What follows belongs to an exercise in optimizing a design on an open flow for small area; a production flow would make more cautious choices. In this exercise RTL edits were held to simulation tests only and were not proved equivalent to the original. No driver is modelled on the clock port, so clocking that relies on it looks cheaper here than on a real chip. No activity file was given, so power comes from the tool's default toggle rates.

==> sierra: inputs <==
Design processor, start of the top module:
module processor( input         clk, reset,
                  output [31:0] PC,
                  input  [31:0] instruction,
                  output        WE,
                  output [31:0] address_to_mem,
                  output [31:0] data_to_mem,
                  input  [31:0] data_from_mem
                );
==> module rf_dec, before the edit <==
module rf_dec(input [4:0] a, input en, output [31:1] y, output [31:1] yn);
	wire [4:0] an;
	wire enn;
	wire [3:0] lo;
	wire [7:0] hi;
	genvar i, r;
	generate
		for (i = 0; i < 5; i = i + 1) begin : g_inv
			c_inv I (a[i], an[i]);
		end
		c_inv IE (en, enn);
		for (i = 0; i < 4; i = i + 1) begin : g_lo
			c_nor2 L ((i % 2) ? an[0] : a[0], ((i / 2) % 2) ? an[1] : a[1], lo[i]);
		end
		for (i = 0; i < 8; i = i + 1) begin : g_hi
			c_nor4 H (enn, (i % 2) ? an[2] : a[2], ((i / 2) % 2) ? an[3] : a[3],
			          ((i / 4) % 2) ? an[4] : a[4], hi[i]);
		end
		for (r = 1; r < 32; r = r + 1) begin : g
			wire n;
			c_nand2 N (lo[r % 4], hi[r / 4], n);
			c_inv D (n, y[r]);
			c_inv E (y[r], yn[r]);
		end
	endgenerate
endmodule
==> flow/config.mk <==
export PLATFORM = sky130hd
export DESIGN_NAME = processor
export DESIGN_NICKNAME = processor
export VERILOG_FILES = /design/flow/design.v
export SDC_FILE = /design/flow/constraint.sdc
export NUM_CORES = 8
export LEC_CHECK = 0
export CAP_MARGIN = 20
export CORE_MARGIN = 2
export CORE_UTILIZATION = 45
export CTS_BUF_LIST = sky130_fd_sc_hd__clkbuf_8
export CTS_CLUSTER_DIAMETER = 70
export CTS_CLUSTER_SIZE = 16
export GPL_TIMING_DRIVEN = 1
export PLACE_DENSITY = 0.55
export SETUP_SLACK_MARGIN = 0.1
export SLEW_MARGIN = 20
export SYNTH_HIERARCHICAL = 1
==> flow/constraint.sdc <==
create_clock -name core_clock -period 10.0 [get_ports {clk}]
set_input_delay 2.0000 -clock core_clock [delete_from_list [all_inputs] [get_ports {clk}]]
set_output_delay 2.0000 -clock core_clock [all_outputs]
set_load 0.01 [all_outputs]
standard.sh (not shown) runs the stock make flow with config.mk's settings and CLKGATE_MAP_FILE= SYNTH_SCRIPT=/design/flow/synth_recipe.tcl, a recipe that flattens the netlist after the stock synthesis.
==> flow/flow/run.sh <==
#!/bin/bash
# Own layout flow: the standard synthesis unchanged, then the standard ORFS
# steps with these changes:
#  - before floorplanning, every combinational cell is swapped to the
#    smallest-area variant of its function (flow/downsize.tcl); the repair
#    steps size up only what timing or slew needs;
#  - ports get buf_1 buffers instead of the default delay buffers;
#  - repair steps may use only buf_1/buf_2 as buffers (flow/dontuse.tcl);
#  - timing-driven placement keeps none of its own repair changes (they buffer heavily);
#  - wire capacitance estimates are scaled up (flow/setRC_scaled.tcl) to match extraction;
#  - the clock tree uses clkbuf_8 and no dummy loads;
#  - after placement repair and after global routing, cells the repairs sized up
#    are sized down again where timing, slew and capacitance allow (flow/arecover.tcl);
# Each tool's output is in synth.log / layout.log here and in orfs/logs/.
set -euo pipefail
here=$(pwd)
bash standard.sh synth > synth.log 2>&1
bash standard.sh \
  "PRE_FLOORPLAN_TCL=$here/flow/downsize.tcl" \
  "PRE_GLOBAL_PLACE_TCL=$here/flow/dontuse.tcl" \
  "PRE_RESIZE_TCL=$here/flow/dontuse.tcl" \
  "PRE_CTS_TCL=$here/flow/dontuse_cts.tcl" \
  "PRE_GLOBAL_ROUTE_TCL=$here/flow/dontuse.tcl" \
  "POST_GLOBAL_ROUTE_TCL=$here/flow/post_grt.tcl" \
  "POST_RESIZE_TCL=$here/flow/post_resize.tcl" \
  "GPL_KEEP_OVERFLOW=0" \
  "LAYER_PARASITICS_FILE=$here/flow/setRC_scaled.tcl" \
  "BUFFER_PORTS_ARGS=-buffer_cell sky130_fd_sc_hd__buf_1" \
  "CTS_ARGS=-sink_clustering_enable -repair_clock_nets -dont_use_dummy_load -buf_list sky130_fd_sc_hd__clkbuf_8 -sink_clustering_size 16 -sink_clustering_max_diameter 70" \
  finish > layout.log 2>&1
==> flow/flow/arecover.tcl <==
# Area recovery after global routing: the repair steps only ever size cells up,
# so try each sized-up combinational cell again at every smaller drive strength
# of the same function (smallest first) and keep the first one with which the
# worst setup slack stays at least the margin and no slew or capacitance limit
# is exceeded (with a tighter slew limit). Connectivity does not change; the
# wire parasitics are estimated again from the global routes after every swap.
proc my_area_recover { margin max_slew {est -global_routing} } {
  set db [ord::get_db]
  set block [ord::get_db_block]
  set_max_transition $max_slew [current_design]
  set fam {}
  foreach lib [$db getLibs] {
    foreach m [$lib getMasters] {
      if {[regexp {^(sky130_fd_sc_hd__[a-z0-9]+)_([0-9]+)$} [$m getName] -> base sz]} {
        dict lappend fam $base [list [expr {[$m getWidth] * [$m getHeight]}] [$m getName]]
      }
    }
  }
  set cands {}
  foreach inst [$block getInsts] {
    set n [[$inst getMaster] getName]
    if {![regexp {^(sky130_fd_sc_hd__[a-z0-9]+)_([0-9]+)$} $n -> base sz]} continue
    if {[regexp {df|dl|clk|tap|fill|decap|diode|conb} $base]} continue
    set a [expr {[[$inst getMaster] getWidth] * [[$inst getMaster] getHeight]}]
    set smaller {}
    foreach v [lsort -index 0 -integer [dict get $fam $base]] {
      if {[lindex $v 0] < $a} { lappend smaller [lindex $v 1] }
    }
    if {[llength $smaller]} { lappend cands [list $inst $a $smaller] }
  }
  set ws0 [sta::worst_slack -max]
  set sv0 [sta::max_slew_violation_count]
  set cv0 [sta::max_capacitance_violation_count]
  # never let the worst slack drop below the margin, or below where it is now
  if {$ws0 < $margin} { set margin $ws0 }
  puts "area_recover: [llength $cands] candidates, worst slack $ws0, slew/cap violations $sv0/$cv0"
  set saved 0
  set n 0
  foreach c [lsort -index 1 -integer -decreasing $cands] {
    lassign $c inst a smaller
    set orig [$inst getMaster]
    foreach s $smaller {
      $inst swapMaster [$db findMaster $s]
      estimate_parasitics $est
      if {[sta::worst_slack -max] >= $margin
          && [sta::max_slew_violation_count] <= $sv0
          && [sta::max_capacitance_violation_count] <= $cv0} {
        incr n
        set m [$db findMaster $s]
        set saved [expr {$saved + $a - [$m getWidth] * [$m getHeight]}]
        break
      }
      $inst swapMaster $orig
    }
  }
  estimate_parasitics $est
  puts "area_recover: downsized $n instances, saved [expr {$saved / 1e6}] um2,\
    worst slack [sta::worst_slack -max]"
  # back to the library limit for the steps after this one
  set_max_transition 1.5 [current_design]
}
==> flow/flow/post_grt.tcl <==
# after global routing and its repairs (parasitics already estimated from the
# global routes with flow/setRC_scaled.tcl)
source [file join [file dirname [info script]] arecover.tcl]
my_area_recover 0.0 1.25
==> flow/flow/post_resize.tcl <==
# after placement and its slew/capacitance repair
source [file join [file dirname [info script]] dontuse.tcl]
source [file join [file dirname [info script]] arecover.tcl]
estimate_parasitics -placement
my_area_recover 0.1 1.25 -placement
Other scripts of this flow, unchanged in this note and not shown: flow/flow/dontuse.tcl, flow/flow/dontuse_cts.tcl, flow/flow/downsize.tcl, flow/flow/downsize_map.tcl, flow/flow/setRC_scaled.tcl
==> harbor: changes against sierra <==
--- a/flow/design.v
+++ b/flow/design.v
@@ -239,8 +239,6 @@
 		end
 		for (r = 1; r < 32; r = r + 1) begin : g
-			wire n;
-			c_nand2 N (lo[r % 4], hi[r / 4], n);
-			c_inv D (n, y[r]);
-			c_inv E (y[r], yn[r]);
+			c_nand2 N (lo[r % 4], hi[r / 4], yn[r]);
+			c_inv D (yn[r], y[r]);
 		end
 	endgenerate
--- a/flow/flow/run.sh
+++ b/flow/flow/run.sh
@@ -10,6 +10,6 @@
 #  - wire capacitance estimates are scaled up (flow/setRC_scaled.tcl) to match extraction;
 #  - the clock tree uses clkbuf_8 and no dummy loads;
-#  - after placement repair and after global routing, cells the repairs sized up
-#    are sized down again where timing, slew and capacitance allow (flow/arecover.tcl);
+#  - after global routing, cells the repairs sized up are sized down again
+#    where timing, slew and capacitance allow (flow/arecover.tcl);
 # Each tool's output is in synth.log / layout.log here and in orfs/logs/.
 set -euo pipefail
@@ -23,8 +23,7 @@
   "PRE_GLOBAL_ROUTE_TCL=$here/flow/dontuse.tcl" \
   "POST_GLOBAL_ROUTE_TCL=$here/flow/post_grt.tcl" \
-  "POST_RESIZE_TCL=$here/flow/post_resize.tcl" \
   "GPL_KEEP_OVERFLOW=0" \
   "LAYER_PARASITICS_FILE=$here/flow/setRC_scaled.tcl" \
   "BUFFER_PORTS_ARGS=-buffer_cell sky130_fd_sc_hd__buf_1" \
-  "CTS_ARGS=-sink_clustering_enable -repair_clock_nets -dont_use_dummy_load -buf_list sky130_fd_sc_hd__clkbuf_8 -sink_clustering_size 16 -sink_clustering_max_diameter 70" \
+  "CTS_ARGS=-sink_clustering_enable -repair_clock_nets -dont_use_dummy_load -buf_list sky130_fd_sc_hd__clkbuf_8 -sink_clustering_size 14 -sink_clustering_max_diameter 70" \
   finish > layout.log 2>&1
--- a/flow/flow/arecover.tcl
+++ b/flow/flow/arecover.tcl
@@ -5,5 +5,5 @@
 # is exceeded (with a tighter slew limit). Connectivity does not change; the
 # wire parasitics are estimated again from the global routes after every swap.
-proc my_area_recover { margin max_slew {est -global_routing} } {
+proc my_area_recover { margin max_slew } {
   set db [ord::get_db]
   set block [ord::get_db_block]
@@ -42,5 +42,5 @@
     foreach s $smaller {
       $inst swapMaster [$db findMaster $s]
-      estimate_parasitics $est
+      estimate_parasitics -global_routing
       if {[sta::worst_slack -max] >= $margin
           && [sta::max_slew_violation_count] <= $sv0
@@ -54,5 +54,5 @@
     }
   }
-  estimate_parasitics $est
+  estimate_parasitics -global_routing
   puts "area_recover: downsized $n instances, saved [expr {$saved / 1e6}] um2,\
     worst slack [sta::worst_slack -max]"
==> flow/flow/post_grt.tcl (replaced) <==
# after global routing and its repairs (parasitics already estimated from the
# global routes with flow/setRC_scaled.tcl)
source [file join [file dirname [info script]] arecover.tcl]
my_area_recover 0.05 1.25
--- a/flow/config.mk
+++ b/flow/config.mk
@@ -11,5 +11,5 @@
 export CTS_BUF_LIST = sky130_fd_sc_hd__clkbuf_8
 export CTS_CLUSTER_DIAMETER = 70
-export CTS_CLUSTER_SIZE = 16
+export CTS_CLUSTER_SIZE = 14
 export GPL_TIMING_DRIVEN = 1
 export PLACE_DENSITY = 0.55
removed: flow/flow/post_resize.tcl
==> raven: changes against sierra <==
--- a/flow/design.v
+++ b/flow/design.v
@@ -239,8 +239,6 @@
 		end
 		for (r = 1; r < 32; r = r + 1) begin : g
-			wire n;
-			c_nand2 N (lo[r % 4], hi[r / 4], n);
-			c_inv D (n, y[r]);
-			c_inv E (y[r], yn[r]);
+			c_nand2 N (lo[r % 4], hi[r / 4], yn[r]);
+			c_inv D (yn[r], y[r]);
 		end
 	endgenerate
--- a/flow/flow/run.sh
+++ b/flow/flow/run.sh
@@ -10,6 +10,6 @@
 #  - wire capacitance estimates are scaled up (flow/setRC_scaled.tcl) to match extraction;
 #  - the clock tree uses clkbuf_8 and no dummy loads;
-#  - after placement repair and after global routing, cells the repairs sized up
-#    are sized down again where timing, slew and capacitance allow (flow/arecover.tcl);
+#  - after global routing, cells the repairs sized up are sized down again
+#    where timing, slew and capacitance allow (flow/arecover.tcl);
 # Each tool's output is in synth.log / layout.log here and in orfs/logs/.
 set -euo pipefail
@@ -23,5 +23,4 @@
   "PRE_GLOBAL_ROUTE_TCL=$here/flow/dontuse.tcl" \
   "POST_GLOBAL_ROUTE_TCL=$here/flow/post_grt.tcl" \
-  "POST_RESIZE_TCL=$here/flow/post_resize.tcl" \
   "GPL_KEEP_OVERFLOW=0" \
   "LAYER_PARASITICS_FILE=$here/flow/setRC_scaled.tcl" \
--- a/flow/flow/arecover.tcl
+++ b/flow/flow/arecover.tcl
@@ -5,5 +5,5 @@
 # is exceeded (with a tighter slew limit). Connectivity does not change; the
 # wire parasitics are estimated again from the global routes after every swap.
-proc my_area_recover { margin max_slew {est -global_routing} } {
+proc my_area_recover { margin max_slew } {
   set db [ord::get_db]
   set block [ord::get_db_block]
@@ -42,5 +42,5 @@
     foreach s $smaller {
       $inst swapMaster [$db findMaster $s]
-      estimate_parasitics $est
+      estimate_parasitics -global_routing
       if {[sta::worst_slack -max] >= $margin
           && [sta::max_slew_violation_count] <= $sv0
@@ -54,5 +54,5 @@
     }
   }
-  estimate_parasitics $est
+  estimate_parasitics -global_routing
   puts "area_recover: downsized $n instances, saved [expr {$saved / 1e6}] um2,\
     worst slack [sta::worst_slack -max]"
removed: flow/flow/post_resize.tcl
==> run notes <==
- raven finished with timing, DRC and antenna clean. harbor completed without violations. sierra ran to the end with no violations.
- Sequential power is about the same in harbor and raven.
- In critical path depth, raven and harbor do not differ.
- Count of clock-buffer cells in the layout, lowest first: sierra, raven, harbor.
- Register-to-register slack: sierra > harbor > raven.
- In combinational power, harbor and sierra hardly differ.
- Against raven, the worst hold slack of harbor is higher by 0.0021 ns.
- First-iteration DRC count: sierra < harbor < raven.

re-timing with driven ports:
In the flow no input, the clock included, has a driving cell. The finished layouts below were timed again as built, in two steps.
Step 1 (the two cells are an assumption about what drives the block):
set clk [get_ports {clk}]
set_driving_cell -lib_cell sky130_fd_sc_hd__clkbuf_16 $clk
set_driving_cell -lib_cell sky130_fd_sc_hd__buf_2 [delete_from_list [all_inputs] $clk]
Step 2 also shifts input and output timing later by t, the mid clock arrival at the registers, as if the neighbouring blocks saw the same clock.
Slacks: no drivers / after step 1 / after step 2; pairs: no drivers / after step 1.
run	t, ns	slack for setup (ns)	clock arrival spread, ns	worst register clock-pin slew, ns	cell pins on the clock port's net
sierra	0.838	0.208 / 0.172 / 0.172	0.093 / 0.093	0.12 / 0.12	1
harbor	0.848	0.399 / 0.370 / 0.370	0.103 / 0.102	0.11 / 0.11	1
raven	0.839	0.320 / 0.246 / 0.246	0.112 / 0.113	0.11 / 0.11	1
After both steps every run listed still meets setup and hold. For raven, which loses most, drivers alone change the setup slack by -0.074 ns; drivers and shift together by -0.074 ns.
